From an optimization exercise on the open Yosys and OpenROAD flow, aimed at small area, a short achievable clock period and few clock cycles per item; shortcuts taken in it are not production practice.
RTL that was checked went through simulation tests only; none was proved equivalent to the original.

// cordic
module cordic #(
    parameter int Width = 16
) (
    input  logic             clk_i,
    input  logic             rst_i,
    input  logic             start_cordic_i,
    input  logic [Width-1:0] x0_i,
    input  logic [Width-1:0] y0_i,
    input  logic [Width-1:0] z0_i,
    output logic [Width-1:0] xn_o,
    output logic [Width-1:0] yn_o,
    output logic [Width-1:0] zn_o,
    output logic             done_tick_cordic_o
);
  function automatic logic [15:0] atan(input logic [3:0] i);
    case (i)
      4'd0: atan = 16'h2D00;
      4'd1: atan = 16'h1A91;
      4'd2: atan = 16'h0E09;
      4'd3: atan = 16'h0720;
      4'd4: atan = 16'h0394;
      4'd5: atan = 16'h01CA;
      4'd6: atan = 16'h00E5;
      4'd7: atan = 16'h0073;
      4'd8: atan = 16'h0039;
      4'd9: atan = 16'h001D;
      4'd10: atan = 16'h000E;
      4'd11: atan = 16'h0007;
      4'd12: atan = 16'h0004;
      4'd13: atan = 16'h0002;
      4'd14: atan = 16'h0001;
      default: atan = 16'h0000;
    endcase
  endfunction
  function automatic logic [15:0] asr(input logic [15:0] v, input int k);
    for (int b = 0; b < 16; b++) asr[b] = (b + k > 15) ? v[15] : v[b + k];
  endfunction
  logic [15:0] x_q, y_q, z_q;
  logic        busy_q;   
  logic        done_q;
  logic neg;
  assign neg = z_q[15];
  logic [15:0] xi, yi;   
  assign xi = x_q ^ {16{neg}};
  assign yi = y_q ^ {16{~neg}};
  logic [15:0] xs, ys, az;
  logic [3:0] lo_q, hi_q;
  logic       last;
  assign last = hi_q[3] & lo_q[2];
  logic [15:0] xl, yl;
  always_comb begin
    xl = 16'd0;
    yl = 16'd0;
    for (int i = 0; i < 4; i++) begin
      xl = xl | ({16{lo_q[i]}} & asr(xi, i));
      yl = yl | ({16{lo_q[i]}} & asr(yi, i));
    end
    xs = 16'd0;
    ys = 16'd0;
    for (int i = 0; i < 4; i++) begin
      xs = xs | ({16{hi_q[i]}} & asr(xl, (4 * i)));
      ys = ys | ({16{hi_q[i]}} & asr(yl, (4 * i)));
    end
    az = 16'd0;
    for (int i = 0; i < 15; i++) begin
      az = az | ({16{hi_q[i/4] & lo_q[i%4]}} & atan(i));
    end
  end
  logic [15:0] x_d, y_d, z_d, azi;
  logic        cx, cy, cz;
  assign cx  = ~neg & busy_q;
  assign cy  = neg & busy_q;
  assign cz  = ~neg & busy_q;
  assign azi = az ^ {16{~neg & busy_q}};
  logic [16:0] x_g0, x_p0;
  ...
clock: 5.5 ns
lec_check: 0
abc_area: 1
cap_margin: 20
core_margin: 2
core_utilization: 40
setup_slack_margin: 2.4
slew_margin: 20
standard.sh (not shown) runs the stock make flow with config.mk's settings and CLKGATE_MAP_FILE= SYNTH_SCRIPT=/design/flow/synth_recipe.tcl, a recipe that flattens the netlist after the stock synthesis.
==> flow/flow/run.sh <==
#!/bin/bash
# The standard layout (the standard.sh), with two changes:
#  - synthesis maps additions to ordinary logic cells (ADDER_MAP_FILE empty,
#    so Yosys does not extract full/half-adder cells); registers are unchanged;
#  - the port buffers that placement inserts are the smallest buffer cell,
#    sky130_fd_sc_hd__buf_1, instead of the one OpenROAD picks by default.
#    Every input and output port still gets its buffer.
# Full output in standard.log.
set -euo pipefail
export ADDER_MAP_FILE=
export BUFFER_PORTS_ARGS="-buffer_cell sky130_fd_sc_hd__buf_1"
bash standard.sh > standard.log 2>&1
The baseline completed with no timing, DRC or antenna violations.
Testbench counts at the start, summed over its fixed seeds: cycles 8,200, items 512.
Rerun with:
--- a/flow/flow/run.sh
+++ b/flow/flow/run.sh
@@ -9,4 +9,5 @@
 set -euo pipefail
 export ADDER_MAP_FILE=
+export RECOVER_POWER=50
 export BUFFER_PORTS_ARGS="-buffer_cell sky130_fd_sc_hd__buf_1"
 bash standard.sh > standard.log 2>&1
Settings changed: SETUP_SLACK_MARGIN 2.4 to 2.6.
Outcome: The new run completed with no timing, DRC or antenna violations. Cell area grows by 2.0%. Via count increases by 1.1%. Core utilization rises by 0.89 points. Setup slack gets better by 0.17 ns. Hold slack barely changes. Die area does not change.


Setup of build 51:
Another version of the RTL of cordic (not shown whole).
Size in the first run: ~970 cells after synthesis, about 58 flip-flops, about 6200 um^2 of cells after synthesis.
export LEC_CHECK = 0
export ABC_AREA = 1
export CAP_MARGIN = 20
export CORE_MARGIN = 2
export CORE_UTILIZATION = 40
export SETUP_SLACK_MARGIN = 1.5
export SLEW_MARGIN = 20
create_clock -name core_clock -period 5.5 [get_ports {clk_i}]
run.sh (not shown) runs the stock make flow with config.mk's settings and CLKGATE_MAP_FILE= SYNTH_SCRIPT=/design/flow/synth_recipe.tcl, a recipe that flattens the netlist after the stock synthesis.
Stock flow here: none of the scripts above is used.
Build 51 finished every stage and its layout cleared the timing, design-rule and antenna checks.
## Diff of input files: build 54 against build 51
# build 51
export LEC_CHECK = 0
export ABC_AREA = 1
export CAP_MARGIN = 20
export CORE_MARGIN = 2
export CORE_UTILIZATION = 40
export SETUP_SLACK_MARGIN = 1.5
export SLEW_MARGIN = 20
create_clock -name core_clock -period 5.5 [get_ports {clk_i}]
# build 54
export LEC_CHECK = 0
export ABC_AREA = 1
export CAP_MARGIN = 20
export CORE_MARGIN = 2
export CORE_UTILIZATION = 40
export SETUP_SLACK_MARGIN = 2.8
export SLEW_MARGIN = 20
create_clock -name core_clock -period 5.5 [get_ports {clk_i}]
--- outcome ---
Taking build 51 as the reference point, the share of the clock period used by the worst path of build 54 falls by 13 points. Build 51 → build 54: number of global-route vias before repair now sits higher, data-path buffer share of cell area in the final layout now sits higher. In the metrics for build 54 and build 51, the one carrying the lower layout overhead on the synthesized area is build 51. The run showing the greater worst setup slack is build 54.
[inputs] build 25 vs build 54
# build 54
export LEC_CHECK = 0
export ABC_AREA = 1
export CAP_MARGIN = 20
export CORE_MARGIN = 2
export CORE_UTILIZATION = 40
export SETUP_SLACK_MARGIN = 2.8
export SLEW_MARGIN = 20
create_clock -name core_clock -period 5.5 [get_ports {clk_i}]
# build 25
export LEC_CHECK = 0
export ABC_AREA = 1
export CAP_MARGIN = 20
export CORE_MARGIN = 2
export CORE_UTILIZATION = 40
export CTS_BUF_LIST = sky130_fd_sc_hd__clkbuf_4
export SETUP_SLACK_MARGIN = 2.0
export SLEW_MARGIN = 20
create_clock -name core_clock -period 5.5 [get_ports {clk_i}]
==> comparison <==
NOTE routed wire length per instance build 54->build 25 decreased by a few percent. | total CTS buffers | build 25 vs build 54 | ≈ equal |. Build 25 ended up with a lower clock-cell share of area than build 54 did. Per the comparison of build 25 with build 54, share of the final layout cell area in multi-input gates rose 4.0 points, hold slack rose 0.018 ns. Diff build 54 -> build 25: routed wire length saw a decrease; remaining max-slew budget at the tightest pin down 0.19 points; sum of met3 wire segment lengths after detailed routing +31 um. Build 54 reports its cell with the biggest individual delay on the critical path as fa_2 while build 25 reports xnor2_1. Summary of build 25 over build 54: number of buffer and inverter instances along the worst setup path now smaller.
> inputs changed (build 25 -> build 3)
# build 25
export LEC_CHECK = 0
export ABC_AREA = 1
export CAP_MARGIN = 20
export CORE_MARGIN = 2
export CORE_UTILIZATION = 40
export CTS_BUF_LIST = sky130_fd_sc_hd__clkbuf_4
export SETUP_SLACK_MARGIN = 2.0
export SLEW_MARGIN = 20
create_clock -name core_clock -period 5.5 [get_ports {clk_i}]
# build 3
export LEC_CHECK = 0
export ABC_AREA = 1
export CAP_MARGIN = 20
export CORE_MARGIN = 2
export CORE_UTILIZATION = 40
export SETUP_SLACK_MARGIN = 2.4
export SLEW_MARGIN = 20
create_clock -name core_clock -period 5.5 [get_ports {clk_i}]
## What came out
- Lower signed area change from the synthesized netlist to the final layout among build 25 and build 3: build 25
- Diff build 25 -> build 3: critical path depth went up; total buffers and inverters traversed by the critical path grew by 1; data arrival time at the worst-slack endpoint went down; met3 capacity usage during global routing -0.63 points.
- Build 3: via count of the first global-routing pass is 177 higher than what build 25 reported.
No functional check of the RTL was part of any run of this note.

==> what the ideal ports hide <==
The results above use ideal ports. As a check the final layouts listed here were re-extracted and re-timed, cells and wires unchanged. Step 1 sets driving cells, clkbuf_16 on the clock port and buf_2 on the other inputs (assumed; they add their load-dependent delay and slew). Step 2 moves the port delays by t, midway between the first and last clock arrival at a register: inputs arrive t later, outputs are due t later. That takes back most of the time a late clock gives input paths. Slacks: no drivers / after step 1 / after step 2; pairs: no drivers / after step 1.
| run | shift t [ns] | slack for setup (ns) | worst setup path at the end | worst data-port slew with drivers (ns) |
|---|---|---|---|---|
| the first run of note 1 | 0.388 | 2.680 / 2.680 / 2.680 | register to register | 0.03 |
| the second run of note 1 | 0.390 | 2.846 / 2.846 / 2.685 | input to register | 0.03 |
| build 51 | 0.380 | 1.752 / 1.752 / 1.752 | register to register | 0.04 |
| build 54 | 0.384 | 2.441 / 2.441 / 2.441 | register to register | 0.04 |
| build 25 | 0.481 | 2.068 / 2.068 / 2.068 | register to register | 0.04 |
| build 3 | 0.383 | 2.399 / 2.399 / 2.399 | register to register | 0.04 |
After both steps every run listed still meets setup and hold. For the second run of note 1, which loses most, drivers alone change the setup slack by 0.000 ns; drivers and shift together by -0.161 ns.
